What follows belongs to an exercise in optimizing a design on an open flow for small area, a short achievable clock period and few clock cycles; a production flow would make more cautious choices.
In this exercise RTL edits were held to simulation tests only and were not proved equivalent to the original.

File: flow/run.sh
#!/bin/bash
# Own flow: the standard layout (standard synthesis, floorplan, placement,
# CTS, routing), with ORFS's timing repair asked to leave 22 ns of setup slack
# (the clock and constraints are unchanged; only the repair aims further).
set -e
bash standard.sh SETUP_SLACK_MARGIN=22 finish > standard_finish.log 2>&1
File: standard.sh
#!/bin/bash
# synth_recipe.tcl (not shown) runs the flow's synth.tcl, then flattens the netlist and writes it again
# the make line also repeats each setting of config.mk as NAME=value (left out here)
make -C /OpenROAD-flow-scripts/flow DESIGN_CONFIG=/design/flow/config.mk WORK_HOME=/design/flow/orfs CLKGATE_MAP_FILE= SYNTH_SCRIPT=/design/flow/synth_recipe.tcl "${@:-finish}"
File: config.mk
export PLATFORM = sky130hd
export DESIGN_NAME = divider1
export DESIGN_NICKNAME = divider1
export VERILOG_FILES = /design/flow/design.v
export SDC_FILE = /design/flow/constraint.sdc
export NUM_CORES = 8
export LEC_CHECK = 0
export CAP_MARGIN = 20
export CORE_MARGIN = 2
export CORE_UTILIZATION = 40
export SLEW_MARGIN = 20
File: constraint.sdc
create_clock -name core_clock -period 32.0 [get_ports {clk}]
set_input_delay 6.4000 -clock core_clock [delete_from_list [all_inputs] [get_ports {clk}]]
set_output_delay 6.4000 -clock core_clock [all_outputs]
set_load 0.01 [all_outputs]
File: design.v
module D_FF (q, d, reset, clk);
	output logic q;
	input logic d, reset, clk;
	always_ff @(posedge clk)
		if (reset)
			q <= 0;  
		else
			q <= d;  
endmodule
module FF_en(q, d, en, reset, clk);
	output q;
	input d, en, reset, clk;
	wire dat;
	D_FF ff(.q, .d(dat), .reset, .clk);
	NAND_MUX_2x1 muxs(.out(dat), .select(en), .invSelect(~en), .in({d, q}));
endmodule
module NAND_MUX_2x1(out, select, invSelect, in);
	output out;
	input select, invSelect;
	input [1:0] in;
	wire one, zero;
	nand oneNand(one, select, in[1]);
	nand zeroNand(zero, invSelect, in[0]);
	nand sumNand(out, one, zero);
endmodule
module NAND_MUX_4x1(out, select, invSelect, in);
	output out;
	input [1:0] select, invSelect;
	input [3:0] in;
	wire three, two, one, zero;
	nand zeroNand(zero, in[0], invSelect[1], invSelect[0]);
	nand oneNand(one, in[1], invSelect[1], select[0]);
	nand twoNand(two, in[2], select[1], invSelect[0]);
	nand threeNand(three, in[3], select[1], select[0]);
	nand sumNand(out, three, two, one, zero);
endmodule
module adderC65 (val1, val2, Cin, valOut);
	input logic [64:0] val1, val2;
	input logic Cin;
	output logic [64:0] valOut; 
	logic [64:0] cinToCout;
	genvar i;
	generate
		for(i=0; i<64; i++) begin : eachAdder
			full_adder adder(.S(valOut[i+1]), .Cout(cinToCout[i+1]), .A(val1[i+1]), .B(val2[i+1]), .Cin(cinToCout[i]));
		end
	endgenerate
	full_adder startAdder(.S(valOut[0]), .Cout(cinToCout[0]), .A(val1[0]), .B(val2[0]), .Cin);
endmodule
module divider1(quotient, valid_out, divisor, dividend, valid_in, rst, clk);
  output [63:0] quotient;
  output valid_out;
  input [63:0] divisor, dividend;
  input valid_in, rst, clk;
  localparam int K  = 3;                     
  localparam int DW = 67 + K;                
  localparam int JW = 5;                     
  logic          busy;
  logic          first;   
  logic          vo;
  logic [63:0]   rr;      
  logic [DW-1:0] rd;      
  logic          sbn;     
  logic [63:0]   rq;      
  logic          neg;     
  logic [JW-1:0] cnt;     
  assign valid_out = vo;
  assign quotient  = neg ? (64'd0 - rq) : rq;
  function automatic logic [6:0] bitlen(input logic [63:0] x);
    bitlen = 7'd0;
    for (int i = 0; i < 64; i++) if (x[i]) bitlen = 7'(i + 1);
  endfunction
  wire        sa = dividend[63];
  wire        sb = divisor[63];
  wire [63:0] ma = sa ? (64'd0 - dividend) : dividend;
  wire [6:0]  la = bitlen({1'b0, dividend[62:0] ^ dividend[63:1]}) + {6'd0, sa};
  wire [6:0]  lb = bitlen({1'b0, divisor[62:0] ^ divisor[63:1]});
  wire        bz = (divisor == 64'd0);
  wire        az = (dividend == 64'd0);
  wire [7:0]  sdiff = {1'b0, la} - {1'b0, lb};
  wire        zq = az | sdiff[7];                  
  wire [6:0]  s  = sdiff[6:0];                     
  function automatic logic [JW-1:0] ncyc(input logic [6:0] x);   
    ncyc = '0;
    for (int i = 0; i < 128; i++) if (x == 7'(i)) ncyc = JW'((i + 1) / K);
  endfunction
  logic [6:0]   sr;     
  wire [JW-1:0] j0 = ncyc(sr);
  logic [DW-1:0] dsh;
  always_comb begin
    dsh = rd;
    for (int k = 0; k < JW; k++) if (first & j0[k]) dsh = dsh << (K << k);
  end
  wire [DW-1:0] deff = dsh ^ {DW{first & sbn}};
  function automatic logic [64:0] addc(input logic [DW-1:0] a, input logic [DW-1:0] b, input logic cin);
    logic [DW:0] g, p, G, P;
    g = {a & b, cin};
    p = {a ^ b, 1'b0};
    G = g; P = p;
    for (int l = 0; (1 << l) < DW + 1; l++) begin
      logic [DW:0] G2, P2;
      G2 = G; P2 = P;
      for (int i = 0; i < DW + 1; i++) begin
        if ((i >> l) & 1) begin
          G2[i] = G[i] | (P[i] & G[((i >> l) << l) - 1]);
          P2[i] = P[i] & P[((i >> l) << l) - 1];
        end
      end
      G = G2; P = P2;
    end
    addc[64] = G[DW];
    for (int i = 0; i < 64; i++) addc[i] = p[i+1] ^ G[i];
  endfunction
  logic [63:0]   rnext;
  logic [K-1:0]  qb;
  always_comb begin
    logic [63:0]   r;
    logic [64:0]   t;
    r = rr;
    for (int j = 0; j < K; j++) begin
      if (j == 0) t = addc({{(DW-64){1'b0}}, r}, ~rd, ~sbn);
      else        t = addc({{(DW-64){1'b0}}, r}, ~(deff >> j), ~sbn);
      qb[K-1-j] = t[64] & ~(j == 0 && first);
      if (qb[K-1-j]) r = t[63:0];
    end
    rnext = r;
  end
  wire last = ((first ? j0 : cnt) == '0);
  always_ff @(posedge clk) begin
    if (rst) begin
      busy <= 1'b0;
      vo   <= 1'b0;
    end else if (!busy) begin
      busy <= valid_in & ~(zq | bz);
      vo   <= valid_in & (zq | bz);
    end else begin
      busy <= ~last;
      vo   <= last;
    end
  end
  always_ff @(posedge clk) begin
    if (!busy) begin
      first <= 1'b1;
      rr    <= ma;
      rd    <= {{(DW-64){sb}}, divisor} << (K - 1);
      sr    <= s;
      sbn   <= sb;
      rq    <= {63'd0, bz};
      neg   <= bz ? ~sa : (sa ^ sb);
    end else begin
      first <= 1'b0;
      rr    <= rnext;
      rd    <= deff >> K;
      cnt   <= (first ? j0 : cnt) - 1'b1;
      rq    <= {rq[63-K:0], qb};
    end
  end
endmodule
module full_adder(S, Cout, A, B, Cin);
	output S, Cout;
	input A, B, Cin;
	wire AB, AC, BC;
	xor sum(S, A, B, Cin);
	nand ab(AB, A, B);
	nand ac(AC, A, Cin);
	nand bc(BC, B, Cin);
	nand abc(Cout, AB, AC, BC);
endmodule
module mux_2x1_X65(outs, select, invSelect, ins);
	output [64:0] outs;
	input select, invSelect;
	input [1:0][64:0] ins;
		NAND_MUX_2x1 m7(.out(outs[7]), .select, .invSelect, .in({ins[1][7], ins[0][7]}));
	NAND_MUX_2x1 m6(.out(outs[6]), .select, .invSelect, .in({ins[1][6], ins[0][6]}));
	NAND_MUX_2x1 m5(.out(outs[5]), .select, .invSelect, .in({ins[1][5], ins[0][5]}));
	NAND_MUX_2x1 m4(.out(outs[4]), .select, .invSelect, .in({ins[1][4], ins[0][4]}));
	NAND_MUX_2x1 m3(.out(outs[3]), .select, .invSelect, .in({ins[1][3], ins[0][3]}));
	NAND_MUX_2x1 m2(.out(outs[2]), .select, .invSelect, .in({ins[1][2], ins[0][2]}));
	NAND_MUX_2x1 m1(.out(outs[1]), .select, .invSelect, .in({ins[1][1], ins[0][1]}));
	NAND_MUX_2x1 m0(.out(outs[0]), .select, .invSelect, .in({ins[1][0], ins[0][0]}));
		NAND_MUX_2x1 m15(.out(outs[15]), .select, .invSelect, .in({ins[1][15], ins[0][15]}));
	NAND_MUX_2x1 m14(.out(outs[14]), .select, .invSelect, .in({ins[1][14], ins[0][14]}));
	NAND_MUX_2x1 m13(.out(outs[13]), .select, .invSelect, .in({ins[1][13], ins[0][13]}));
	NAND_MUX_2x1 m12(.out(outs[12]), .select, .invSelect, .in({ins[1][12], ins[0][12]}));
	NAND_MUX_2x1 m11(.out(outs[11]), .select, .invSelect, .in({ins[1][11], ins[0][11]}));
	NAND_MUX_2x1 m10(.out(outs[10]), .select, .invSelect, .in({ins[1][10], ins[0][10]}));
	NAND_MUX_2x1 m9(.out(outs[9]), .select, .invSelect, .in({ins[1][9], ins[0][9]}));
	NAND_MUX_2x1 m8(.out(outs[8]), .select, .invSelect, .in({ins[1][8], ins[0][8]}));
		NAND_MUX_2x1 m23(.out(outs[23]), .select, .invSelect, .in({ins[1][23], ins[0][23]}));
	NAND_MUX_2x1 m22(.out(outs[22]), .select, .invSelect, .in({ins[1][22], ins[0][22]}));
	NAND_MUX_2x1 m21(.out(outs[21]), .select, .invSelect, .in({ins[1][21], ins[0][21]}));
	NAND_MUX_2x1 m20(.out(outs[20]), .select, .invSelect, .in({ins[1][20], ins[0][20]}));
	NAND_MUX_2x1 m19(.out(outs[19]), .select, .invSelect, .in({ins[1][19], ins[0][19]}));
	NAND_MUX_2x1 m18(.out(outs[18]), .select, .invSelect, .in({ins[1][18], ins[0][18]}));
	NAND_MUX_2x1 m17(.out(outs[17]), .select, .invSelect, .in({ins[1][17], ins[0][17]}));
	NAND_MUX_2x1 m16(.out(outs[16]), .select, .invSelect, .in({ins[1][16], ins[0][16]}));
		NAND_MUX_2x1 m31(.out(outs[31]), .select, .invSelect, .in({ins[1][31], ins[0][31]}));
	NAND_MUX_2x1 m30(.out(outs[30]), .select, .invSelect, .in({ins[1][30], ins[0][30]}));
	NAND_MUX_2x1 m29(.out(outs[29]), .select, .invSelect, .in({ins[1][29], ins[0][29]}));
	NAND_MUX_2x1 m28(.out(outs[28]), .select, .invSelect, .in({ins[1][28], ins[0][28]}));
	NAND_MUX_2x1 m27(.out(outs[27]), .select, .invSelect, .in({ins[1][27], ins[0][27]}));
	NAND_MUX_2x1 m26(.out(outs[26]), .select, .invSelect, .in({ins[1][26], ins[0][26]}));
	NAND_MUX_2x1 m25(.out(outs[25]), .select, .invSelect, .in({ins[1][25], ins[0][25]}));
	NAND_MUX_2x1 m24(.out(outs[24]), .select, .invSelect, .in({ins[1][24], ins[0][24]}));
		NAND_MUX_2x1 m39(.out(outs[39]), .select, .invSelect, .in({ins[1][39], ins[0][39]}));
	NAND_MUX_2x1 m38(.out(outs[38]), .select, .invSelect, .in({ins[1][38], ins[0][38]}));
	NAND_MUX_2x1 m37(.out(outs[37]), .select, .invSelect, .in({ins[1][37], ins[0][37]}));
	NAND_MUX_2x1 m36(.out(outs[36]), .select, .invSelect, .in({ins[1][36], ins[0][36]}));
	NAND_MUX_2x1 m35(.out(outs[35]), .select, .invSelect, .in({ins[1][35], ins[0][35]}));
	NAND_MUX_2x1 m34(.out(outs[34]), .select, .invSelect, .in({ins[1][34], ins[0][34]}));
	NAND_MUX_2x1 m33(.out(outs[33]), .select, .invSelect, .in({ins[1][33], ins[0][33]}));
	NAND_MUX_2x1 m32(.out(outs[32]), .select, .invSelect, .in({ins[1][32], ins[0][32]}));
		NAND_MUX_2x1 m47(.out(outs[47]), .select, .invSelect, .in({ins[1][47], ins[0][47]}));
	NAND_MUX_2x1 m46(.out(outs[46]), .select, .invSelect, .in({ins[1][46], ins[0][46]}));
	NAND_MUX_2x1 m45(.out(outs[45]), .select, .invSelect, .in({ins[1][45], ins[0][45]}));
	NAND_MUX_2x1 m44(.out(outs[44]), .select, .invSelect, .in({ins[1][44], ins[0][44]}));
	NAND_MUX_2x1 m43(.out(outs[43]), .select, .invSelect, .in({ins[1][43], ins[0][43]}));
	NAND_MUX_2x1 m42(.out(outs[42]), .select, .invSelect, .in({ins[1][42], ins[0][42]}));
	NAND_MUX_2x1 m41(.out(outs[41]), .select, .invSelect, .in({ins[1][41], ins[0][41]}));
	NAND_MUX_2x1 m40(.out(outs[40]), .select, .invSelect, .in({ins[1][40], ins[0][40]}));
		NAND_MUX_2x1 m55(.out(outs[55]), .select, .invSelect, .in({ins[1][55], ins[0][55]}));
	NAND_MUX_2x1 m54(.out(outs[54]), .select, .invSelect, .in({ins[1][54], ins[0][54]}));
	NAND_MUX_2x1 m53(.out(outs[53]), .select, .invSelect, .in({ins[1][53], ins[0][53]}));
	NAND_MUX_2x1 m52(.out(outs[52]), .select, .invSelect, .in({ins[1][52], ins[0][52]}));
	NAND_MUX_2x1 m51(.out(outs[51]), .select, .invSelect, .in({ins[1][51], ins[0][51]}));
	NAND_MUX_2x1 m50(.out(outs[50]), .select, .invSelect, .in({ins[1][50], ins[0][50]}));
	NAND_MUX_2x1 m49(.out(outs[49]), .select, .invSelect, .in({ins[1][49], ins[0][49]}));
	NAND_MUX_2x1 m48(.out(outs[48]), .select, .invSelect, .in({ins[1][48], ins[0][48]}));
		NAND_MUX_2x1 m63(.out(outs[63]), .select, .invSelect, .in({ins[1][63], ins[0][63]}));
	NAND_MUX_2x1 m62(.out(outs[62]), .select, .invSelect, .in({ins[1][62], ins[0][62]}));
	NAND_MUX_2x1 m61(.out(outs[61]), .select, .invSelect, .in({ins[1][61], ins[0][61]}));
	NAND_MUX_2x1 m60(.out(outs[60]), .select, .invSelect, .in({ins[1][60], ins[0][60]}));
	NAND_MUX_2x1 m59(.out(outs[59]), .select, .invSelect, .in({ins[1][59], ins[0][59]}));
	NAND_MUX_2x1 m58(.out(outs[58]), .select, .invSelect, .in({ins[1][58], ins[0][58]}));
	NAND_MUX_2x1 m57(.out(outs[57]), .select, .invSelect, .in({ins[1][57], ins[0][57]}));
	NAND_MUX_2x1 m56(.out(outs[56]), .select, .invSelect, .in({ins[1][56], ins[0][56]}));
		NAND_MUX_2x1 m64(.out(outs[64]), .select, .invSelect, .in({ins[1][64], ins[0][64]}));
endmodule
module mux_4x1_X65(outs, select, invSelect, ins);
	output [64:0] outs;
	input [1:0] select, invSelect;
	input [3:0][64:0] ins;
		NAND_MUX_4x1 m7(.out(outs[7]), .select, .invSelect, .in({ins[3][7], ins[2][7], ins[1][7], ins[0][7]}));
	NAND_MUX_4x1 m6(.out(outs[6]), .select, .invSelect, .in({ins[3][6], ins[2][6], ins[1][6], ins[0][6]}));
	NAND_MUX_4x1 m5(.out(outs[5]), .select, .invSelect, .in({ins[3][5], ins[2][5], ins[1][5], ins[0][5]}));
	NAND_MUX_4x1 m4(.out(outs[4]), .select, .invSelect, .in({ins[3][4], ins[2][4], ins[1][4], ins[0][4]}));
	NAND_MUX_4x1 m3(.out(outs[3]), .select, .invSelect, .in({ins[3][3], ins[2][3], ins[1][3], ins[0][3]}));
	NAND_MUX_4x1 m2(.out(outs[2]), .select, .invSelect, .in({ins[3][2], ins[2][2], ins[1][2], ins[0][2]}));
	NAND_MUX_4x1 m1(.out(outs[1]), .select, .invSelect, .in({ins[3][1], ins[2][1], ins[1][1], ins[0][1]}));
	NAND_MUX_4x1 m0(.out(outs[0]), .select, .invSelect, .in({ins[3][0], ins[2][0], ins[1][0], ins[0][0]}));
		NAND_MUX_4x1 m15(.out(outs[15]), .select, .invSelect, .in({ins[3][15], ins[2][15], ins[1][7], ins[0][15]}));
	NAND_MUX_4x1 m14(.out(outs[14]), .select, .invSelect, .in({ins[3][14], ins[2][14], ins[1][7], ins[0][14]}));
	NAND_MUX_4x1 m13(.out(outs[13]), .select, .invSelect, .in({ins[3][13], ins[2][13], ins[1][7], ins[0][13]}));
	NAND_MUX_4x1 m12(.out(outs[12]), .select, .invSelect, .in({ins[3][12], ins[2][12], ins[1][7], ins[0][12]}));
	NAND_MUX_4x1 m11(.out(outs[11]), .select, .invSelect, .in({ins[3][11], ins[2][11], ins[1][7], ins[0][11]}));
	NAND_MUX_4x1 m10(.out(outs[10]), .select, .invSelect, .in({ins[3][10], ins[2][10], ins[1][7], ins[0][10]}));
	NAND_MUX_4x1 m9(.out(outs[9]), .select, .invSelect, .in({ins[3][9], ins[2][9], ins[1][7], ins[0][9]}));
	NAND_MUX_4x1 m8(.out(outs[8]), .select, .invSelect, .in({ins[3][8], ins[2][8], ins[1][7], ins[0][8]}));
		NAND_MUX_4x1 m23(.out(outs[23]), .select, .invSelect, .in({ins[3][23], ins[2][23], ins[1][23], ins[0][23]}));
	NAND_MUX_4x1 m22(.out(outs[22]), .select, .invSelect, .in({ins[3][22], ins[2][22], ins[1][22], ins[0][22]}));
	NAND_MUX_4x1 m21(.out(outs[21]), .select, .invSelect, .in({ins[3][21], ins[2][21], ins[1][21], ins[0][21]}));
	NAND_MUX_4x1 m20(.out(outs[20]), .select, .invSelect, .in({ins[3][20], ins[2][20], ins[1][20], ins[0][20]}));
	NAND_MUX_4x1 m19(.out(outs[19]), .select, .invSelect, .in({ins[3][19], ins[2][19], ins[1][19], ins[0][19]}));
	NAND_MUX_4x1 m18(.out(outs[18]), .select, .invSelect, .in({ins[3][18], ins[2][18], ins[1][18], ins[0][18]}));
	NAND_MUX_4x1 m17(.out(outs[17]), .select, .invSelect, .in({ins[3][17], ins[2][17], ins[1][17], ins[0][17]}));
	NAND_MUX_4x1 m16(.out(outs[16]), .select, .invSelect, .in({ins[3][16], ins[2][16], ins[1][16], ins[0][16]}));
		NAND_MUX_4x1 m31(.out(outs[31]), .select, .invSelect, .in({ins[3][31], ins[2][31], ins[1][31], ins[0][31]}));
	NAND_MUX_4x1 m30(.out(outs[30]), .select, .invSelect, .in({ins[3][30], ins[2][30], ins[1][30], ins[0][30]}));
	NAND_MUX_4x1 m29(.out(outs[29]), .select, .invSelect, .in({ins[3][29], ins[2][29], ins[1][29], ins[0][29]}));
	NAND_MUX_4x1 m28(.out(outs[28]), .select, .invSelect, .in({ins[3][28], ins[2][28], ins[1][28], ins[0][28]}));
	NAND_MUX_4x1 m27(.out(outs[27]), .select, .invSelect, .in({ins[3][27], ins[2][27], ins[1][27], ins[0][27]}));
	NAND_MUX_4x1 m26(.out(outs[26]), .select, .invSelect, .in({ins[3][26], ins[2][26], ins[1][26], ins[0][26]}));
	NAND_MUX_4x1 m25(.out(outs[25]), .select, .invSelect, .in({ins[3][25], ins[2][25], ins[1][25], ins[0][25]}));
	NAND_MUX_4x1 m24(.out(outs[24]), .select, .invSelect, .in({ins[3][24], ins[2][24], ins[1][24], ins[0][24]}));
		NAND_MUX_4x1 m39(.out(outs[39]), .select, .invSelect, .in({ins[3][39], ins[2][39], ins[1][39], ins[0][39]}));
	NAND_MUX_4x1 m38(.out(outs[38]), .select, .invSelect, .in({ins[3][38], ins[2][38], ins[1][38], ins[0][38]}));
	NAND_MUX_4x1 m37(.out(outs[37]), .select, .invSelect, .in({ins[3][37], ins[2][37], ins[1][37], ins[0][37]}));
	NAND_MUX_4x1 m36(.out(outs[36]), .select, .invSelect, .in({ins[3][36], ins[2][36], ins[1][36], ins[0][36]}));
	NAND_MUX_4x1 m35(.out(outs[35]), .select, .invSelect, .in({ins[3][35], ins[2][35], ins[1][35], ins[0][35]}));
	NAND_MUX_4x1 m34(.out(outs[34]), .select, .invSelect, .in({ins[3][34], ins[2][34], ins[1][34], ins[0][34]}));
	NAND_MUX_4x1 m33(.out(outs[33]), .select, .invSelect, .in({ins[3][33], ins[2][33], ins[1][33], ins[0][33]}));
	NAND_MUX_4x1 m32(.out(outs[32]), .select, .invSelect, .in({ins[3][32], ins[2][32], ins[1][32], ins[0][32]}));
		NAND_MUX_4x1 m47(.out(outs[47]), .select, .invSelect, .in({ins[3][47], ins[2][47], ins[1][47], ins[0][47]}));
	NAND_MUX_4x1 m46(.out(outs[46]), .select, .invSelect, .in({ins[3][46], ins[2][46], ins[1][46], ins[0][46]}));
	NAND_MUX_4x1 m45(.out(outs[45]), .select, .invSelect, .in({ins[3][45], ins[2][45], ins[1][45], ins[0][45]}));
	NAND_MUX_4x1 m44(.out(outs[44]), .select, .invSelect, .in({ins[3][44], ins[2][44], ins[1][44], ins[0][44]}));
	NAND_MUX_4x1 m43(.out(outs[43]), .select, .invSelect, .in({ins[3][43], ins[2][43], ins[1][43], ins[0][43]}));
	NAND_MUX_4x1 m42(.out(outs[42]), .select, .invSelect, .in({ins[3][42], ins[2][42], ins[1][42], ins[0][42]}));
	NAND_MUX_4x1 m41(.out(outs[41]), .select, .invSelect, .in({ins[3][41], ins[2][41], ins[1][41], ins[0][41]}));
	NAND_MUX_4x1 m40(.out(outs[40]), .select, .invSelect, .in({ins[3][40], ins[2][40], ins[1][40], ins[0][40]}));
		NAND_MUX_4x1 m55(.out(outs[55]), .select, .invSelect, .in({ins[3][55], ins[2][55], ins[1][55], ins[0][55]}));
	NAND_MUX_4x1 m54(.out(outs[54]), .select, .invSelect, .in({ins[3][54], ins[2][54], ins[1][54], ins[0][54]}));
	NAND_MUX_4x1 m53(.out(outs[53]), .select, .invSelect, .in({ins[3][53], ins[2][53], ins[1][53], ins[0][53]}));
	NAND_MUX_4x1 m52(.out(outs[52]), .select, .invSelect, .in({ins[3][52], ins[2][52], ins[1][52], ins[0][52]}));
	NAND_MUX_4x1 m51(.out(outs[51]), .select, .invSelect, .in({ins[3][51], ins[2][51], ins[1][51], ins[0][51]}));
	NAND_MUX_4x1 m50(.out(outs[50]), .select, .invSelect, .in({ins[3][50], ins[2][50], ins[1][50], ins[0][50]}));
	NAND_MUX_4x1 m49(.out(outs[49]), .select, .invSelect, .in({ins[3][49], ins[2][49], ins[1][49], ins[0][49]}));
	NAND_MUX_4x1 m48(.out(outs[48]), .select, .invSelect, .in({ins[3][48], ins[2][48], ins[1][48], ins[0][48]}));
		NAND_MUX_4x1 m63(.out(outs[63]), .select, .invSelect, .in({ins[3][63], ins[2][63], ins[1][63], ins[0][63]}));
	NAND_MUX_4x1 m62(.out(outs[62]), .select, .invSelect, .in({ins[3][62], ins[2][62], ins[1][62], ins[0][62]}));
	NAND_MUX_4x1 m61(.out(outs[61]), .select, .invSelect, .in({ins[3][61], ins[2][61], ins[1][61], ins[0][61]}));
	NAND_MUX_4x1 m60(.out(outs[60]), .select, .invSelect, .in({ins[3][60], ins[2][60], ins[1][60], ins[0][60]}));
	NAND_MUX_4x1 m59(.out(outs[59]), .select, .invSelect, .in({ins[3][59], ins[2][59], ins[1][59], ins[0][59]}));
	NAND_MUX_4x1 m58(.out(outs[58]), .select, .invSelect, .in({ins[3][58], ins[2][58], ins[1][58], ins[0][58]}));
	NAND_MUX_4x1 m57(.out(outs[57]), .select, .invSelect, .in({ins[3][57], ins[2][57], ins[1][57], ins[0][57]}));
	NAND_MUX_4x1 m56(.out(outs[56]), .select, .invSelect, .in({ins[3][56], ins[2][56], ins[1][56], ins[0][56]}));
		NAND_MUX_4x1 m64(.out(outs[64]), .select, .invSelect, .in({ins[3][64], ins[2][64], ins[1][64], ins[0][64]}));
endmodule
module norifier(outs, ins1, ins0);
	output [63:0] outs;
	input [63:0] ins1, ins0;
		nor oa7(outs[7], ins1[7], ins0[7]);
	nor oa6(outs[6], ins1[6], ins0[6]);
	nor oa5(outs[5], ins1[5], ins0[5]);
	nor oa4(outs[4], ins1[4], ins0[4]);
	nor oa3(outs[3], ins1[3], ins0[3]);
	nor oa2(outs[2], ins1[2], ins0[2]);
	nor oa1(outs[1], ins1[1], ins0[1]);
	nor oa0(outs[0], ins1[0], ins0[0]);
		nor oa15(outs[15], ins1[15], ins0[15]);
	nor oa14(outs[14], ins1[14], ins0[14]);
	nor oa13(outs[13], ins1[13], ins0[13]);
	nor oa12(outs[12], ins1[12], ins0[12]);
	nor oa11(outs[11], ins1[11], ins0[11]);
	nor oa10(outs[10], ins1[10], ins0[10]);
	nor oa9(outs[9], ins1[9], ins0[9]);
	nor oa8(outs[8], ins1[8], ins0[8]);
		nor oa23(outs[23], ins1[23], ins0[23]);
	nor oa22(outs[22], ins1[22], ins0[22]);
	nor oa21(outs[21], ins1[21], ins0[21]);
	nor oa20(outs[20], ins1[20], ins0[20]);
	nor oa19(outs[19], ins1[19], ins0[19]);
	nor oa18(outs[18], ins1[18], ins0[18]);
	nor oa17(outs[17], ins1[17], ins0[17]);
	nor oa16(outs[16], ins1[16], ins0[16]);
		nor oa31(outs[31], ins1[31], ins0[31]);
	nor oa30(outs[30], ins1[30], ins0[30]);
	nor oa29(outs[29], ins1[29], ins0[29]);
	nor oa28(outs[28], ins1[28], ins0[28]);
	nor oa27(outs[27], ins1[27], ins0[27]);
	nor oa26(outs[26], ins1[26], ins0[26]);
	nor oa25(outs[25], ins1[25], ins0[25]);
	nor oa24(outs[24], ins1[24], ins0[24]);
		nor oa39(outs[39], ins1[39], ins0[39]);
	nor oa38(outs[38], ins1[38], ins0[38]);
	nor oa37(outs[37], ins1[37], ins0[37]);
	nor oa36(outs[36], ins1[36], ins0[36]);
	nor oa35(outs[35], ins1[35], ins0[35]);
	nor oa34(outs[34], ins1[34], ins0[34]);
	nor oa33(outs[33], ins1[33], ins0[33]);
	nor oa32(outs[32], ins1[32], ins0[32]);
		nor oa47(outs[47], ins1[47], ins0[47]);
	nor oa46(outs[46], ins1[46], ins0[46]);
	nor oa45(outs[45], ins1[45], ins0[45]);
	nor oa44(outs[44], ins1[44], ins0[44]);
	nor oa43(outs[43], ins1[43], ins0[43]);
	nor oa42(outs[42], ins1[42], ins0[42]);
	nor oa41(outs[41], ins1[41], ins0[41]);
	nor oa40(outs[40], ins1[40], ins0[40]);
		nor oa55(outs[55], ins1[55], ins0[55]);
	nor oa54(outs[54], ins1[54], ins0[54]);
	nor oa53(outs[53], ins1[53], ins0[53]);
	nor oa52(outs[52], ins1[52], ins0[52]);
	nor oa51(outs[51], ins1[51], ins0[51]);
	nor oa50(outs[50], ins1[50], ins0[50]);
	nor oa49(outs[49], ins1[49], ins0[49]);
	nor oa48(outs[48], ins1[48], ins0[48]);
		nor oa63(outs[63], ins1[63], ins0[63]);
	nor oa62(outs[62], ins1[62], ins0[62]);
	nor oa61(outs[61], ins1[61], ins0[61]);
	nor oa60(outs[60], ins1[60], ins0[60]);
	nor oa59(outs[59], ins1[59], ins0[59]);
	nor oa58(outs[58], ins1[58], ins0[58]);
	nor oa57(outs[57], ins1[57], ins0[57]);
	nor oa56(outs[56], ins1[56], ins0[56]);
endmodule
module registerX64(outs, ins, en, rst, clk);
	output [63:0] outs;
	input [63:0] ins;
	input en, rst, clk;
		FF_en r7(.q(outs[7]), .d(ins[7]), .en, .reset(rst), .clk);
	FF_en r6(.q(outs[6]), .d(ins[6]), .en, .reset(rst), .clk);
	FF_en r5(.q(outs[5]), .d(ins[5]), .en, .reset(rst), .clk);
	FF_en r4(.q(outs[4]), .d(ins[4]), .en, .reset(rst), .clk);
	FF_en r3(.q(outs[3]), .d(ins[3]), .en, .reset(rst), .clk);
	FF_en r2(.q(outs[2]), .d(ins[2]), .en, .reset(rst), .clk);
	FF_en r1(.q(outs[1]), .d(ins[1]), .en, .reset(rst), .clk);
	FF_en r0(.q(outs[0]), .d(ins[0]), .en, .reset(rst), .clk);
		FF_en r15(.q(outs[15]), .d(ins[15]), .en, .reset(rst), .clk);
	FF_en r14(.q(outs[14]), .d(ins[14]), .en, .reset(rst), .clk);
	FF_en r13(.q(outs[13]), .d(ins[13]), .en, .reset(rst), .clk);
	FF_en r12(.q(outs[12]), .d(ins[12]), .en, .reset(rst), .clk);
	FF_en r11(.q(outs[11]), .d(ins[11]), .en, .reset(rst), .clk);
	FF_en r10(.q(outs[10]), .d(ins[10]), .en, .reset(rst), .clk);
	FF_en r9(.q(outs[9]), .d(ins[9]), .en, .reset(rst), .clk);
	FF_en r8(.q(outs[8]), .d(ins[8]), .en, .reset(rst), .clk);
		FF_en r23(.q(outs[23]), .d(ins[23]), .en, .reset(rst), .clk);
	FF_en r22(.q(outs[22]), .d(ins[22]), .en, .reset(rst), .clk);
	FF_en r21(.q(outs[21]), .d(ins[21]), .en, .reset(rst), .clk);
	FF_en r20(.q(outs[20]), .d(ins[20]), .en, .reset(rst), .clk);
	FF_en r19(.q(outs[19]), .d(ins[19]), .en, .reset(rst), .clk);
	FF_en r18(.q(outs[18]), .d(ins[18]), .en, .reset(rst), .clk);
	FF_en r17(.q(outs[17]), .d(ins[17]), .en, .reset(rst), .clk);
	FF_en r16(.q(outs[16]), .d(ins[16]), .en, .reset(rst), .clk);
		FF_en r31(.q(outs[31]), .d(ins[31]), .en, .reset(rst), .clk);
	FF_en r30(.q(outs[30]), .d(ins[30]), .en, .reset(rst), .clk);
	FF_en r29(.q(outs[29]), .d(ins[29]), .en, .reset(rst), .clk);
	FF_en r28(.q(outs[28]), .d(ins[28]), .en, .reset(rst), .clk);
	FF_en r27(.q(outs[27]), .d(ins[27]), .en, .reset(rst), .clk);
	FF_en r26(.q(outs[26]), .d(ins[26]), .en, .reset(rst), .clk);
	FF_en r25(.q(outs[25]), .d(ins[25]), .en, .reset(rst), .clk);
	FF_en r24(.q(outs[24]), .d(ins[24]), .en, .reset(rst), .clk);
		FF_en r39(.q(outs[39]), .d(ins[39]), .en, .reset(rst), .clk);
	FF_en r38(.q(outs[38]), .d(ins[38]), .en, .reset(rst), .clk);
	FF_en r37(.q(outs[37]), .d(ins[37]), .en, .reset(rst), .clk);
	FF_en r36(.q(outs[36]), .d(ins[36]), .en, .reset(rst), .clk);
	FF_en r35(.q(outs[35]), .d(ins[35]), .en, .reset(rst), .clk);
	FF_en r34(.q(outs[34]), .d(ins[34]), .en, .reset(rst), .clk);
	FF_en r33(.q(outs[33]), .d(ins[33]), .en, .reset(rst), .clk);
	FF_en r32(.q(outs[32]), .d(ins[32]), .en, .reset(rst), .clk);
		FF_en r47(.q(outs[47]), .d(ins[47]), .en, .reset(rst), .clk);
	FF_en r46(.q(outs[46]), .d(ins[46]), .en, .reset(rst), .clk);
	FF_en r45(.q(outs[45]), .d(ins[45]), .en, .reset(rst), .clk);
	FF_en r44(.q(outs[44]), .d(ins[44]), .en, .reset(rst), .clk);
	FF_en r43(.q(outs[43]), .d(ins[43]), .en, .reset(rst), .clk);
	FF_en r42(.q(outs[42]), .d(ins[42]), .en, .reset(rst), .clk);
	FF_en r41(.q(outs[41]), .d(ins[41]), .en, .reset(rst), .clk);
	FF_en r40(.q(outs[40]), .d(ins[40]), .en, .reset(rst), .clk);
		FF_en r55(.q(outs[55]), .d(ins[55]), .en, .reset(rst), .clk);
	FF_en r54(.q(outs[54]), .d(ins[54]), .en, .reset(rst), .clk);
	FF_en r53(.q(outs[53]), .d(ins[53]), .en, .reset(rst), .clk);
	FF_en r52(.q(outs[52]), .d(ins[52]), .en, .reset(rst), .clk);
	FF_en r51(.q(outs[51]), .d(ins[51]), .en, .reset(rst), .clk);
	FF_en r50(.q(outs[50]), .d(ins[50]), .en, .reset(rst), .clk);
	FF_en r49(.q(outs[49]), .d(ins[49]), .en, .reset(rst), .clk);
	FF_en r48(.q(outs[48]), .d(ins[48]), .en, .reset(rst), .clk);
		FF_en r63(.q(outs[63]), .d(ins[63]), .en, .reset(rst), .clk);
	FF_en r62(.q(outs[62]), .d(ins[62]), .en, .reset(rst), .clk);
	FF_en r61(.q(outs[61]), .d(ins[61]), .en, .reset(rst), .clk);
	FF_en r60(.q(outs[60]), .d(ins[60]), .en, .reset(rst), .clk);
	FF_en r59(.q(outs[59]), .d(ins[59]), .en, .reset(rst), .clk);
	FF_en r58(.q(outs[58]), .d(ins[58]), .en, .reset(rst), .clk);
	FF_en r57(.q(outs[57]), .d(ins[57]), .en, .reset(rst), .clk);
	FF_en r56(.q(outs[56]), .d(ins[56]), .en, .reset(rst), .clk);
endmodule
module registerX65(outs, ins, en, rst, clk);
	output [64:0] outs;
	input [64:0] ins;
	input en, rst, clk;
		FF_en r7(.q(outs[7]), .d(ins[7]), .en, .reset(rst), .clk);
	FF_en r6(.q(outs[6]), .d(ins[6]), .en, .reset(rst), .clk);
	FF_en r5(.q(outs[5]), .d(ins[5]), .en, .reset(rst), .clk);
	FF_en r4(.q(outs[4]), .d(ins[4]), .en, .reset(rst), .clk);
	FF_en r3(.q(outs[3]), .d(ins[3]), .en, .reset(rst), .clk);
	FF_en r2(.q(outs[2]), .d(ins[2]), .en, .reset(rst), .clk);
	FF_en r1(.q(outs[1]), .d(ins[1]), .en, .reset(rst), .clk);
	FF_en r0(.q(outs[0]), .d(ins[0]), .en, .reset(rst), .clk);
		FF_en r15(.q(outs[15]), .d(ins[15]), .en, .reset(rst), .clk);
	FF_en r14(.q(outs[14]), .d(ins[14]), .en, .reset(rst), .clk);
	FF_en r13(.q(outs[13]), .d(ins[13]), .en, .reset(rst), .clk);
	FF_en r12(.q(outs[12]), .d(ins[12]), .en, .reset(rst), .clk);
	FF_en r11(.q(outs[11]), .d(ins[11]), .en, .reset(rst), .clk);
	FF_en r10(.q(outs[10]), .d(ins[10]), .en, .reset(rst), .clk);
	FF_en r9(.q(outs[9]), .d(ins[9]), .en, .reset(rst), .clk);
	FF_en r8(.q(outs[8]), .d(ins[8]), .en, .reset(rst), .clk);
		FF_en r23(.q(outs[23]), .d(ins[23]), .en, .reset(rst), .clk);
	FF_en r22(.q(outs[22]), .d(ins[22]), .en, .reset(rst), .clk);
	FF_en r21(.q(outs[21]), .d(ins[21]), .en, .reset(rst), .clk);
	FF_en r20(.q(outs[20]), .d(ins[20]), .en, .reset(rst), .clk);
	FF_en r19(.q(outs[19]), .d(ins[19]), .en, .reset(rst), .clk);
	FF_en r18(.q(outs[18]), .d(ins[18]), .en, .reset(rst), .clk);
	FF_en r17(.q(outs[17]), .d(ins[17]), .en, .reset(rst), .clk);
	FF_en r16(.q(outs[16]), .d(ins[16]), .en, .reset(rst), .clk);
		FF_en r31(.q(outs[31]), .d(ins[31]), .en, .reset(rst), .clk);
	FF_en r30(.q(outs[30]), .d(ins[30]), .en, .reset(rst), .clk);
	FF_en r29(.q(outs[29]), .d(ins[29]), .en, .reset(rst), .clk);
	FF_en r28(.q(outs[28]), .d(ins[28]), .en, .reset(rst), .clk);
	FF_en r27(.q(outs[27]), .d(ins[27]), .en, .reset(rst), .clk);
	FF_en r26(.q(outs[26]), .d(ins[26]), .en, .reset(rst), .clk);
	FF_en r25(.q(outs[25]), .d(ins[25]), .en, .reset(rst), .clk);
	FF_en r24(.q(outs[24]), .d(ins[24]), .en, .reset(rst), .clk);
		FF_en r39(.q(outs[39]), .d(ins[39]), .en, .reset(rst), .clk);
	FF_en r38(.q(outs[38]), .d(ins[38]), .en, .reset(rst), .clk);
	FF_en r37(.q(outs[37]), .d(ins[37]), .en, .reset(rst), .clk);
	FF_en r36(.q(outs[36]), .d(ins[36]), .en, .reset(rst), .clk);
	FF_en r35(.q(outs[35]), .d(ins[35]), .en, .reset(rst), .clk);
	FF_en r34(.q(outs[34]), .d(ins[34]), .en, .reset(rst), .clk);
	FF_en r33(.q(outs[33]), .d(ins[33]), .en, .reset(rst), .clk);
	FF_en r32(.q(outs[32]), .d(ins[32]), .en, .reset(rst), .clk);
		FF_en r47(.q(outs[47]), .d(ins[47]), .en, .reset(rst), .clk);
	FF_en r46(.q(outs[46]), .d(ins[46]), .en, .reset(rst), .clk);
	FF_en r45(.q(outs[45]), .d(ins[45]), .en, .reset(rst), .clk);
	FF_en r44(.q(outs[44]), .d(ins[44]), .en, .reset(rst), .clk);
	FF_en r43(.q(outs[43]), .d(ins[43]), .en, .reset(rst), .clk);
	FF_en r42(.q(outs[42]), .d(ins[42]), .en, .reset(rst), .clk);
	FF_en r41(.q(outs[41]), .d(ins[41]), .en, .reset(rst), .clk);
	FF_en r40(.q(outs[40]), .d(ins[40]), .en, .reset(rst), .clk);
		FF_en r55(.q(outs[55]), .d(ins[55]), .en, .reset(rst), .clk);
	FF_en r54(.q(outs[54]), .d(ins[54]), .en, .reset(rst), .clk);
	FF_en r53(.q(outs[53]), .d(ins[53]), .en, .reset(rst), .clk);
	FF_en r52(.q(outs[52]), .d(ins[52]), .en, .reset(rst), .clk);
	FF_en r51(.q(outs[51]), .d(ins[51]), .en, .reset(rst), .clk);
	FF_en r50(.q(outs[50]), .d(ins[50]), .en, .reset(rst), .clk);
	FF_en r49(.q(outs[49]), .d(ins[49]), .en, .reset(rst), .clk);
	FF_en r48(.q(outs[48]), .d(ins[48]), .en, .reset(rst), .clk);
		FF_en r63(.q(outs[63]), .d(ins[63]), .en, .reset(rst), .clk);
	FF_en r62(.q(outs[62]), .d(ins[62]), .en, .reset(rst), .clk);
	FF_en r61(.q(outs[61]), .d(ins[61]), .en, .reset(rst), .clk);
	FF_en r60(.q(outs[60]), .d(ins[60]), .en, .reset(rst), .clk);
	FF_en r59(.q(outs[59]), .d(ins[59]), .en, .reset(rst), .clk);
	FF_en r58(.q(outs[58]), .d(ins[58]), .en, .reset(rst), .clk);
	FF_en r57(.q(outs[57]), .d(ins[57]), .en, .reset(rst), .clk);
	FF_en r56(.q(outs[56]), .d(ins[56]), .en, .reset(rst), .clk);
		FF_en r64(.q(outs[64]), .d(ins[64]), .en, .reset(rst), .clk);
endmodule
module xnorifier(outs, ins1, ins0);
	output [63:0] outs;
	input [63:0] ins1, ins0;
		xnor  xoa7(outs[7], ins1[7], ins0[7]);
	xnor xoa6(outs[6], ins1[6], ins0[6]);
	xnor xoa5(outs[5], ins1[5], ins0[5]);
	xnor xoa4(outs[4], ins1[4], ins0[4]);
	xnor xoa3(outs[3], ins1[3], ins0[3]);
	xnor xoa2(outs[2], ins1[2], ins0[2]);
	xnor xoa1(outs[1], ins1[1], ins0[1]);
	xnor xoa0(outs[0], ins1[0], ins0[0]);
		xnor xoa15(outs[15], ins1[15], ins0[15]);
	xnor xoa14(outs[14], ins1[14], ins0[14]);
	xnor xoa13(outs[13], ins1[13], ins0[13]);
	xnor xoa12(outs[12], ins1[12], ins0[12]);
	xnor xoa11(outs[11], ins1[11], ins0[11]);
	xnor xoa10(outs[10], ins1[10], ins0[10]);
	xnor xoa9(outs[9], ins1[9], ins0[9]);
	xnor xoa8(outs[8], ins1[8], ins0[8]);
		xnor xoa23(outs[23], ins1[23], ins0[23]);
	xnor xoa22(outs[22], ins1[22], ins0[22]);
	xnor xoa21(outs[21], ins1[21], ins0[21]);
	xnor xoa20(outs[20], ins1[20], ins0[20]);
	xnor xoa19(outs[19], ins1[19], ins0[19]);
	xnor xoa18(outs[18], ins1[18], ins0[18]);
	xnor xoa17(outs[17], ins1[17], ins0[17]);
	xnor xoa16(outs[16], ins1[16], ins0[16]);
		xnor xoa31(outs[31], ins1[31], ins0[31]);
	xnor xoa30(outs[30], ins1[30], ins0[30]);
	xnor xoa29(outs[29], ins1[29], ins0[29]);
	xnor xoa28(outs[28], ins1[28], ins0[28]);
	xnor xoa27(outs[27], ins1[27], ins0[27]);
	xnor xoa26(outs[26], ins1[26], ins0[26]);
	xnor xoa25(outs[25], ins1[25], ins0[25]);
	xnor xoa24(outs[24], ins1[24], ins0[24]);
		xnor xoa39(outs[39], ins1[39], ins0[39]);
	xnor xoa38(outs[38], ins1[38], ins0[38]);
	xnor xoa37(outs[37], ins1[37], ins0[37]);
	xnor xoa36(outs[36], ins1[36], ins0[36]);
	xnor xoa35(outs[35], ins1[35], ins0[35]);
	xnor xoa34(outs[34], ins1[34], ins0[34]);
	xnor xoa33(outs[33], ins1[33], ins0[33]);
	xnor xoa32(outs[32], ins1[32], ins0[32]);
		xnor xoa47(outs[47], ins1[47], ins0[47]);
	xnor xoa46(outs[46], ins1[46], ins0[46]);
	xnor xoa45(outs[45], ins1[45], ins0[45]);
	xnor xoa44(outs[44], ins1[44], ins0[44]);
	xnor xoa43(outs[43], ins1[43], ins0[43]);
	xnor xoa42(outs[42], ins1[42], ins0[42]);
	xnor xoa41(outs[41], ins1[41], ins0[41]);
	xnor xoa40(outs[40], ins1[40], ins0[40]);
		xnor xoa55(outs[55], ins1[55], ins0[55]);
	xnor xoa54(outs[54], ins1[54], ins0[54]);
	xnor xoa53(outs[53], ins1[53], ins0[53]);
	xnor xoa52(outs[52], ins1[52], ins0[52]);
	xnor xoa51(outs[51], ins1[51], ins0[51]);
	xnor xoa50(outs[50], ins1[50], ins0[50]);
	xnor xoa49(outs[49], ins1[49], ins0[49]);
	xnor xoa48(outs[48], ins1[48], ins0[48]);
		xnor xoa63(outs[63], ins1[63], ins0[63]);
	xnor xoa62(outs[62], ins1[62], ins0[62]);
	xnor xoa61(outs[61], ins1[61], ins0[61]);
	xnor xoa60(outs[60], ins1[60], ins0[60]);
	xnor xoa59(outs[59], ins1[59], ins0[59]);
	xnor xoa58(outs[58], ins1[58], ins0[58]);
	xnor xoa57(outs[57], ins1[57], ins0[57]);
	xnor xoa56(outs[56], ins1[56], ins0[56]);
endmodule
==> out/qor.tcl, run 1 <==
set qor(worst_hold_path.num_cells) 2
set qor(clkSinkCount) 213
set qor(postPlaceCellArea_um2) 30350
set qor(synth.top_cells.by_area) {dfxtp_1 (15%), ha_1 (13%), xnor2_1 (9.7%)}
set qor(tightest_slew_ns) 1.093
set qor(num-fill-cells) 6233
set qor(slowest_delay_ns) 0.54
set qor(synth_simple_gate_area_share_pct) 19.79
set qor(timing.final.setup_violations) 0
set qor(clock_h_tree_levels) 1
set qor(design.die.area_um2) 70630
set qor(synth.area.mux_share_pct) 8.889
set qor(synth-edff-count) 14
set qor(finalCriticalPeriod_ns) 11.23
set qor(crit_path_max_fanout) 4
set qor(drive_gt1_share_pct) 24.62
set qor(boundaryPins) 196
set qor(synth_compound_gate_area_share_pct) 21.26
set qor(finClkSkew_ns) 0.01388
set qor(route.detailed.drc) 0
set qor(critical-path-slowest-cell) {or4_4}
set qor(synth.ff_latch_count) 213
set qor(post-synth-top-area-fraction_pct) 14.54
set qor(pins_over_their_slew_limit) 0
set qor(path_delay_family) {simple AND/OR/NAND/NOR gates}
set qor(synth_warnings) 1
set qor(run_status) {finished clean}
set qor(dp.final_hpwl_um) 79720
set qor(grt_start_max_net_pins) 193
set qor(final_weighted_congestion_in_routability_driven_placement) 0.9900
set qor(grt_first_pass_wirelength_um) 162700
set qor(initial_core_util_pct) 40.59
set qor(rsz0062_at_grt) {yes}
set qor(synth.yosys.seq_area_share_pct) 16.07
set qor(timing.critical_path.from_type) {register}
set qor(detail-route-antenna-nets) 0
set qor(io_buffers) 195
set qor(headroom_to_the_max_slew_limit_pct) 27.16
set qor(hp-start) {rq[0]}
set qor(maxClockFrequency_ghz) 0.08902
set qor(flow.area_growth_from_synthesis_pct) 34.85
set qor(floorplan.rows) 95
set qor(diodes) 0
set qor(synth_largest_area_cell) {dfxtp_1}
set qor(period_share_pct) 35.11
set qor(cts.reportedPaths.clkPinSlew_ns) 0.06
set qor(synth_top_family_by_area) {compound AO/OA/AOI/OAI gates}
set qor(clk_root_buffer_cell) {clkbuf_16}
set qor(timing_hold_violations_final) 0
set qor(total_clock_buffers_created_by_cts) 28
set qor(max-clock-path-buffers) 3
set qor(floorplan.die.width_um) 265.8
set qor(globalRoute.totalOverflow) 0
set qor(timing.setup.tns_ns) 0
set qor(globalRouteTotalUtil_pct) 29.78
set qor(post_synth_num_cell_types) 102
set qor(worst_hold_path.endpoint) {rq[3]}
set qor(vias) 29531
set qor(chipHeight_um) 265.8
set qor(timing.setup.critical_path_class) {reg -> out}
set qor(synth.net_count) 4128
set qor(reg2reg_from) {sr[5]}
set qor(vias_in_the_first_global_route) 27124
set qor(wp_data_required_ns) 25.60
set qor(drv.max_cap_violation_count) 0
set qor(critical_path_arrival_ns) 4.83
set qor(rrSetupSlack_ns) 22.05
set qor(cp_cell_sequence) {or4_4 -> nor3_4 -> nand2b_1 -> or2_1 -> nand2b_4 -> or3_4 -> nand2b_4 -> or3_4 -> or3_4 -> or4_4 -> inv_2 -> nand2_4 -> or4_4 -> o21ai_2 -> xnor2_1 -> buf_2}
set qor(worst_skew_pair.late_latency_ns) 0.61
set qor(stdcell_area_um2) 36960
set qor(commonest_non_fill_non_tap_cells_in_the_layout) {nor2_1 (353), nand2_1 (301), inv_1 (272), xnor2_1 (265), a21oi_1 (255)}
set qor(syn_area_um2) 27410
set qor(cts_hold_buf) 0
set qor(core_region_area_um2) 67510
set qor(hold_path_class) {reg -> reg}
set qor(synth.avg_cell_area_um2) 7.437
set qor(layout.cells.most_common) {nor2_1}
set qor(wirelength_um) 114700
set qor(synth_async_sr_flop_share_pct) 0
set qor(timing.reg2reg.worst_path_depth) 51
set qor(yosys.area_share.xor_xnor_pct) 12.62
set qor(critPathCaptureType) {output port}
set qor(drt_pass1_iterations) 7
set qor(clock_tree_from_tritoncts) {yes}
set qor(drt-vias-per-instance) 5.960
set qor(critical_path_buf_inv_count) 2
set qor(critical_path.reg2reg.endpoint) {rr[8]}
set qor(antenna_violations_before_repair) 1
set qor(drt_iter0_drc) 3405
set qor(design.final.nets) 4503
set qor(syn_inst) 3685
set qor(synth_fa_ha_area_share_pct) 14.75
set qor(smallest_hold_slack_ns) 0.5005
set qor(route.detailed.wl_per_inst_um) 23.15
set qor(postSynth.topFlopCell) {dfxtp_1}
registers in the layout, indices dropped and copies added (netlist names), 5 cells and up:
signal and cells:
cnt 5, rd 68, rq 64, rr 64
sr 7
what timing repair did:
item                                    4_1_cts  5_1_grt
endpoints found under the setup margin      107      102
cloned                                       14       13
setup buffers                               128      112
pin swaps                                   122      196
resized for setup                           464      433
cell families after synthesis:
group	after synthesis
buf+inv	456
simple gates	1164
flops	213
fa+ha+maj	313
mux	235
compound gates	909
xor+xnor	395
Yosys cell counts (29+ instances only):
library cell / instances
a211oi_1: 35
a21o_1: 76
a21oi_1: 335
a31oi_1: 47
and2_1: 76
buf_1: 29
clkbuf_1: 83
dfxtp_1: 199
ha_1: 295
inv_1: 303
mux2_2: 67
mux2i_1: 168
nand2_1: 320
nand2b_1: 34
nand3_1: 67
nand4_1: 43
nor2_1: 399
nor2b_1: 33
nor3_1: 53
nor4_1: 29
o21ai_0: 131
o21bai_1: 34
o31ai_1: 33
xnor2_1: 303
xor2_1: 92
through the flow:
step | instances | setup slack (ns) | utilization, %
2_1_floorplan | 3685 | 21.41 | -
3_3_place_gp | 4636 | 18.95 | 44.96
3_5_place_dp | 4636 | 18.96 | 44.96
4_1_cts | 4830 | 20.74 | 50.36
5_1_grt | 4955 | 20.61 | 54.74
6_report | 4955 | 20.77 | 54.74
layout make-up:
type	count	area (um^2)	area share, %
Clock buffer	38	830.8	2.248
Clock inverter	14	160.2	0.4333
Inverter	304	1176	3.182
Multi-Input combinational cell	3020	24410	66.04
Sequential cell	213	4443	12.02
Tap cell	873	1092	2.956
Timing Repair Buffer	493	4850	13.12
per-layer routing:
metal | wire [um] | GRT usage (%)
met1 | 46560 | 39.50
met2 | 50390 | 48.15
met3 | 11130 | 4.020
met4 | 6621 | 13.12
met5 | 12 | 0
worst max path at each step:
stage / start / to / slack (ns) / cells past startpoint
4_1_cts: rq[13] / quotient[60] / 20.74 / 16
3_5_place_dp: dividend[4] / vo / 18.96 / 33
2_1_floorplan: divisor[4] / vo / 21.41 / 32
3_3_place_gp: dividend[4] / vo / 18.95 / 33
5_1_grt: rq[13] / quotient[60] / 20.61 / 16
6_report: rq[12] / quotient[60] / 20.77 / 16
worst min-delay path, stage by stage (launching register included):
cell,delay [ns]
dfxtp_1,0.34
inv_1,0.09
nor2_1,0.04
Testbench counts, summed over its fixed seeds: cycles 6,098.
==> run 2, diff against run 1 <==
==> flow/run.sh (replaced) <==
#!/bin/bash
# Own flow: the standard layout (standard synthesis, floorplan, placement,
# CTS, routing); only the timing repair is asked to leave a setup margin,
# and port buffers may use another buffer cell. Clock and constraints unchanged.
set -e
bash standard.sh SETUP_SLACK_MARGIN=20 finish > standard_finish.log 2>&1
==> out/qor.tcl, run 2 <==
set qor(run_status) {finished clean}
set qor(multiInputGateArea_um2) 21570
set qor(route.detailed.wl_per_inst_um) 21.96
set qor(boundaryPins) 196
set qor(flow.area_growth_from_synthesis_pct) 15.60
set qor(timing.final.setup_violations) 0
set qor(rsz0062_at_grt) {yes}
set qor(clkSinkCount) 213
set qor(critical-path-slowest-cell) {or4_1}
set qor(reg2reg_from) {sr[5]}
set qor(drv.max_cap_violation_count) 0
set qor(cts.reportedPaths.clkPinSlew_ns) 0.06
set qor(final_weighted_congestion_in_routability_driven_placement) 1.011
set qor(headroom_to_the_max_slew_limit_pct) 22.65
set qor(crit_top_cell) {nand2b_1}
set qor(grt_start_max_net_pins) 83
set qor(largest_reg_flops) 68
set qor(synth_async_sr_flop_share_pct) 0
set qor(stdcell_area_um2) 31680
set qor(clock_tree_from_tritoncts) {yes}
set qor(io_buffers) 195
set qor(postLayoutSetupSlackWorst_ns) 20.26
set qor(cp_cell_sequence) {or4_1 -> nor3_2 -> nand2b_1 -> or2_1 -> nand2b_1 -> or3_1 -> nand2b_1 -> or3_1 -> or3_4 -> or4_4 -> inv_1 -> nand2_1 -> or4_1 -> nand2_1 -> xnor2_1 -> dlygate4sd2_1}
set qor(drt-vias-per-instance) 5.831
set qor(wp_data_required_ns) 25.60
set qor(synth.avg_cell_area_um2) 7.437
set qor(path_delay_family) {simple AND/OR/NAND/NOR gates}
set qor(globalRoute.totalOverflow) 0
set qor(worst_skew_pair.late_latency_ns) 0.62
set qor(max-clock-path-buffers) 3
set qor(detail-route-antenna-nets) 0
set qor(timing.critical_path.from_type) {register}
set qor(pre_cts_slack_ns) 17.89
set qor(synthMostInstantiatedCell) {nor2_1}
set qor(chipHeight_um) 265.8
set qor(finalCriticalPeriod_ns) 11.74
set qor(maxClockFrequency_ghz) 0.08516
set qor(slowest_delay_ns) 0.59
set qor(timing_hold_violations_final) 0
set qor(pins_over_their_slew_limit) 0
set qor(vias) 27557
set qor(synth.net_count) 4128
set qor(synth-edff-count) 14
set qor(drt_pass1_iterations) 8
set qor(vias_in_the_first_global_route) 25863
set qor(clock_h_tree_levels) 1
set qor(synth_warnings) 1
set qor(critical_path_buf_inv_count) 2
set qor(antenna_violations_before_repair) 3
set qor(timing.setup.critical_path_class) {reg -> out}
set qor(postSynth.topFlopCell) {dfxtp_1}
set qor(clk_root_buffer_cell) {clkbuf_16}
set qor(worstSetupStartpoint) {rq[12]}
set qor(synth_largest_area_cell) {dfxtp_1}
set qor(hp-start) {rq[1]}
set qor(floorplan.rows) 95
set qor(timing.setup.tns_ns) 0
set qor(post_synth_num_cell_types) 102
set qor(design.final.nets) 4275
set qor(registers.top_by_ff_count) {rd}
set qor(critical_path_arrival_ns) 5.34
set qor(period_share_pct) 36.70
set qor(syn_area_um2) 27410
set qor(route.detailed.drc) 0
set qor(smallest_hold_slack_ns) 0.4901
set qor(design.die.area_um2) 70630
set qor(total_clock_buffers_created_by_cts) 28
set qor(drt_iter0_drc) 2905
set qor(num-fill-cells) 6876
set qor(layout_top_registers) {rd (68), rq (64), rr (64)}
set qor(finClkSkew_ns) 0.04077
set qor(commonest_non_fill_non_tap_cells_in_the_layout) {nor2_1 (394), a21oi_1 (331), nand2_1 (317), xnor2_1 (302), inv_1 (298)}
set qor(hold_path_class) {reg -> reg}
set qor(crit_path_max_fanout) 4
set qor(post-synth-top-area-fraction_pct) 14.54
set qor(area.sequential_um2) 4408
set qor(synth.ff_latch_count) 213
set qor(drive_gt1_share_pct) 7.656
set qor(tightest_slew_ns) 1.148
set qor(cts_hold_buf) 0
set qor(dp.final_hpwl_um) 82180
set qor(layout.cells.most_common) {nor2_1}
set qor(wirelength_um) 103800
set qor(syn_inst) 3685
set qor(globalRouteTotalUtil_pct) 28.54
set qor(initial_core_util_pct) 40.59
set qor(floorplan.die.width_um) 265.8
set qor(grt_first_pass_wirelength_um) 156100
set qor(postPlaceCellArea_um2) 30200
set qor(diodes) 0
set qor(synth.top_cells.by_area) {dfxtp_1 (15%), ha_1 (13%), xnor2_1 (9.7%)}
set qor(core_region_area_um2) 67510
set qor(synth.yosys.seq_area_share_pct) 16.07
set qor(critPathCaptureType) {output port}
set qor(netlist_top_cells_count) {nor2_1 (399), a21oi_1 (335), nand2_1 (320)}
## run 2: timing repair
action                     4_1_cts  5_1_grt
buffers inserted                13        9
resized for setup               46       40
pin swaps                       20       16
setup endpoints to repair       76       81
cloned                           3        1
## run 2: worst paths after layout
kind | slack (ns) | to | cells after the start
min reg2reg | 0.49 | rq[4] | 2
max reg2reg | 20.62 | rq[0] | 50
max | 20.26 | quotient[56] | 16
min | 0.49 | rq[4] | 2
## run 2: cell families after synthesis
logic type / after synthesis / share of synthesized area (%)
flops: 213 / 16.07
xor+xnor: 395 / 12.62
mux: 235 / 8.889
fa+ha+maj: 313 / 14.75
buf+inv: 456 / 6.624
simple gates: 1164 / 19.79
compound gates: 909 / 21.26
## run 2: worst min-delay path, cell delays in order, from the launching register on
cell and delay [ns]:
dfxtp_1 0.34, inv_1 0.09, nor2_1 0.04
## run 2: per-stage QoR
stage	util (%)	std cells
final	46.92	4726
after global routing	46.92	4726
after CTS	46.54	4716
after detailed placement	44.73	4649
after global placement	44.73	4649
after floorplan	-	3685
## run 2: final cells by class
class | instances | share of cell area (%)
clock buffer | 38 | 2.520
clock inverter | 13 | 0.4107
inverter | 304 | 3.614
multi-input combinational | 3019 | 68.08
sequential | 213 | 13.91
tap | 873 | 3.448
timing repair buffer | 266 | 8.009
## run 2: per-layer routing
layer  vias to the layer above  global-route usage, %  wire [um]
met5                         -                      0         31
met3                       227                  3.854       8066
met2                      1185                  43.92      44260
li1                      13273                      -          -
met1                     12868                  40.19      46750
met4                         4                  11.13       4682
==> run 3, diff against run 2 <==
--- a/flow/run.sh
+++ b/flow/run.sh
@@ -5,2 +5,2 @@
 set -e
-bash standard.sh SETUP_SLACK_MARGIN=20 finish > standard_finish.log 2>&1
+bash standard.sh SETUP_SLACK_MARGIN=21 "BUFFER_PORTS_ARGS=-buffer_cell sky130_fd_sc_hd__buf_2" finish > standard_finish.log 2>&1
==> out/qor.tcl, run 3 <==
set qor(route.detailed.wl_per_inst_um) 22.67
set qor(synth_largest_area_cell) {dfxtp_1}
set qor(finalCriticalPeriod_ns) 11.31
set qor(slowest_delay_ns) 0.56
set qor(cp_cell_sequence) {or4_4 -> nor3_4 -> buf_4 -> buf_6 -> nand3_4 -> nor3_2 -> nand2_1 -> or3_4 -> or3_4 -> or4_4 -> inv_4 -> nand2_4 -> or3_4 -> or4_4 -> o41ai_4 -> xnor2_1 -> buf_2}
set qor(synth.top_cells.by_area) {dfxtp_1 (15%), ha_1 (13%), xnor2_1 (9.7%)}
set qor(reg2reg_from) {sr[1]}
set qor(timing.final.setup_violations) 0
set qor(synth.yosys.seq_area_share_pct) 16.07
set qor(pins_over_their_slew_limit) 0
set qor(largest_reg_flops) 68
set qor(path_delay_family) {simple AND/OR/NAND/NOR gates}
set qor(drt_iter0_drc) 2786
set qor(rsz0062_at_grt) {yes}
set qor(worst_skew_pair.late_latency_ns) 0.62
set qor(period_share_pct) 35.33
set qor(core_region_area_um2) 67510
set qor(tightest_slew_ns) 1.150
set qor(commonest_non_fill_non_tap_cells_in_the_layout) {nor2_1 (387), a21oi_1 (318), nand2_1 (312), xnor2_1 (289), inv_1 (287)}
set qor(initial_core_util_pct) 40.59
set qor(rrSetupSlack_ns) 21.36
set qor(floorplan.die.width_um) 265.8
set qor(crit_cells) 17
set qor(grt_start_max_net_pins) 72
set qor(post_synth_num_cell_types) 102
set qor(dp.final_hpwl_um) 83650
set qor(syn_area_um2) 27410
set qor(registers.top_by_ff_count) {rd}
set qor(critical_path.reg2reg.endpoint) {rr[40]}
set qor(synth_async_sr_flop_share_pct) 0
set qor(final_weighted_congestion_in_routability_driven_placement) 1.042
set qor(grt_first_pass_wirelength_um) 158900
set qor(critical-path-slowest-cell) {or4_4}
set qor(critical_path_buf_inv_count) 4
set qor(clock_h_tree_levels) 1
set qor(timing.critical_path.from_type) {register}
set qor(finClkSkew_ns) 0.03119
set qor(num-fill-cells) 6867
set qor(cts.reportedPaths.clkPinSlew_ns) 0.07
set qor(syn_inst) 3685
set qor(floorplan.rows) 95
set qor(design.final.nets) 4331
set qor(crit_end) {quotient[61]}
set qor(chipHeight_um) 265.8
set qor(timing.reg2reg.worst_path_depth) 42
set qor(headroom_to_the_max_slew_limit_pct) 23.06
set qor(wirelength_um) 108400
set qor(route.detailed.drc) 0
set qor(synth.net_count) 4128
set qor(crit_path_max_fanout) 3
set qor(layout.cells.most_common) {nor2_1}
set qor(clk_root_buffer_cell) {clkbuf_16}
set qor(vias_in_the_first_global_route) 25972
set qor(postSynth.topFlopCell) {dfxtp_1}
set qor(globalRouteTotalUtil_pct) 29.42
set qor(cts_hold_buf) 0
set qor(post-synth-top-area-fraction_pct) 14.54
set qor(postLayoutSetupSlackWorst_ns) 20.69
set qor(vias) 27941
set qor(io_buffers) 195
set qor(globalRoute.totalOverflow) 0
set qor(hold_path_class) {reg -> reg}
set qor(area.sequential_um2) 4412
set qor(pre_cts_slack_ns) 18.87
set qor(antenna_violations_before_repair) 3
set qor(synth.avg_cell_area_um2) 7.437
set qor(max-clock-path-buffers) 3
set qor(drv.max_cap_violation_count) 0
set qor(postLayoutCoreUtil_pct) 47.34
set qor(critPathCaptureType) {output port}
set qor(worstSetupStartpoint) {rq[12]}
set qor(maxClockFrequency_ghz) 0.08844
set qor(diodes) 0
set qor(run_status) {finished clean}
set qor(drt_pass1_iterations) 6
set qor(netlist_top_cells_count) {nor2_1 (399), a21oi_1 (335), nand2_1 (320)}
set qor(synthMostInstantiatedCell) {nor2_1}
set qor(synth.ff_latch_count) 213
set qor(boundaryPins) 196
set qor(synth-edff-count) 14
set qor(design.die.area_um2) 70630
set qor(total_clock_buffers_created_by_cts) 28
set qor(wp_data_required_ns) 25.60
set qor(timing_hold_violations_final) 0
set qor(drt-vias-per-instance) 5.842
set qor(flow.area_growth_from_synthesis_pct) 16.62
set qor(clkSinkCount) 213
set qor(synth_warnings) 1
set qor(detail-route-antenna-nets) 0
set qor(timing.setup.critical_path_class) {reg -> out}
set qor(clock_tree_from_tritoncts) {yes}
set qor(layout_top_registers) {rd (68), rq (64), rr (64)}
set qor(multiInputGateArea_um2) 22210
set qor(critical_path_arrival_ns) 4.91
set qor(drive_gt1_share_pct) 16.78
set qor(timing.setup.tns_ns) 0
-- run 3: what timing repair did --
item,in CTS,in global routing
resized for setup,123,124
setup endpoints to repair,88,82
setup buffers,56,23
cloned,5,1
pin swaps,52,63
-- run 3: worst min path at each step --
stage	start	endpoint	slack, ns	cells after the start
floorplan	rq[1]	rq[4]	0.46	2
global route	rq[1]	rq[4]	0.51	2
CTS	rq[1]	rq[4]	0.48	2
finish	rq[1]	rq[4]	0.49	2
detailed placement	rq[52]	rq[55]	0.49	1
global placement	rq[52]	rq[55]	0.49	1
-- run 3: final cells by class --
| cell class | instances | share of cell area, % |
|---|---|---|
| clock buffer | 35 | 2.466 |
| clock inverter | 17 | 0.6225 |
| inverter | 304 | 3.660 |
| multi-input combinational | 3020 | 69.50 |
| sequential | 213 | 13.80 |
| tap | 873 | 3.418 |
| timing repair buffer | 321 | 6.526 |
-- run 3: worst reg2reg max path, delay by kind of cell (launching register included) --
family / cells / cell delay [ns]
xor gates and xnor gates: 1 / 0.56
DFF: 1 / 0.54
adders and majority gates: 2 / 0.73
and+or+nand+nor: 6 / 1.83
muxes: 2 / 0.44
buffers and inverters: 4 / 0.85
AOI/OAI and AO/OA: 27 / 5.66
-- run 3: cell families after synthesis --
group                      synth area share (%)
and+or+nand+nor                           19.79
buffers and inverters                     6.624
muxes                                     8.889
DFF                                       16.07
AOI/OAI and AO/OA                         21.26
xor gates and xnor gates                  12.62
adders and majority gates                 14.75
-- run 3: layer usage --
layer	wire length [um]	track usage (%)
met1	47630	40.13
met2	45430	44.97
met3	9451	5.240
met4	5905	13.54
met5	13	0
-- run 3: stage by stage --
step,instances,cell area (um^2),hold WS (ns)
final,4783,31960,0.4931
after CTS,4759,31220,0.4809
after global placement,4646,29200,0.4880
after detailed placement,4646,29200,0.4921
after floorplan,3685,27410,0.4557
after global routing,4783,31960,0.5138

re-timing with driven ports:
No port has a modelled driver above. Below, the same layouts with a new extraction and two added sets of constraints.
Step 1: set_driving_cell puts a clkbuf_16 on clk and a buf_2 on each other input, an assumption about the parent block.
Step 2, shift: input delay + t, output delay - t, t = (earliest + latest rising clock arrival at the registers) / 2. This alone moves slack from input paths to output paths.
a / b / c = ideal / step 1 / step 2; a / b = the first two.
run | shift t [ns] | setup slack, ns | slew at the worst register clock pin (ns) | worst data-port slew with drivers (ns) | cell pins on the clock port's net
run 1 | 0.663 | 20.766 / 20.706 / 20.421 | 0.07 / 0.07 | 0.07 | 1
run 2 | 0.667 | 20.258 / 20.192 / 19.799 | 0.07 / 0.07 | 0.07 | 1
run 3 | 0.667 | 20.693 / 20.630 / 20.527 | 0.07 / 0.07 | 0.07 | 1
After both steps every run listed still meets setup and hold. For run 2, which loses most, drivers alone change the setup slack by -0.066 ns; drivers and shift together by -0.459 ns.
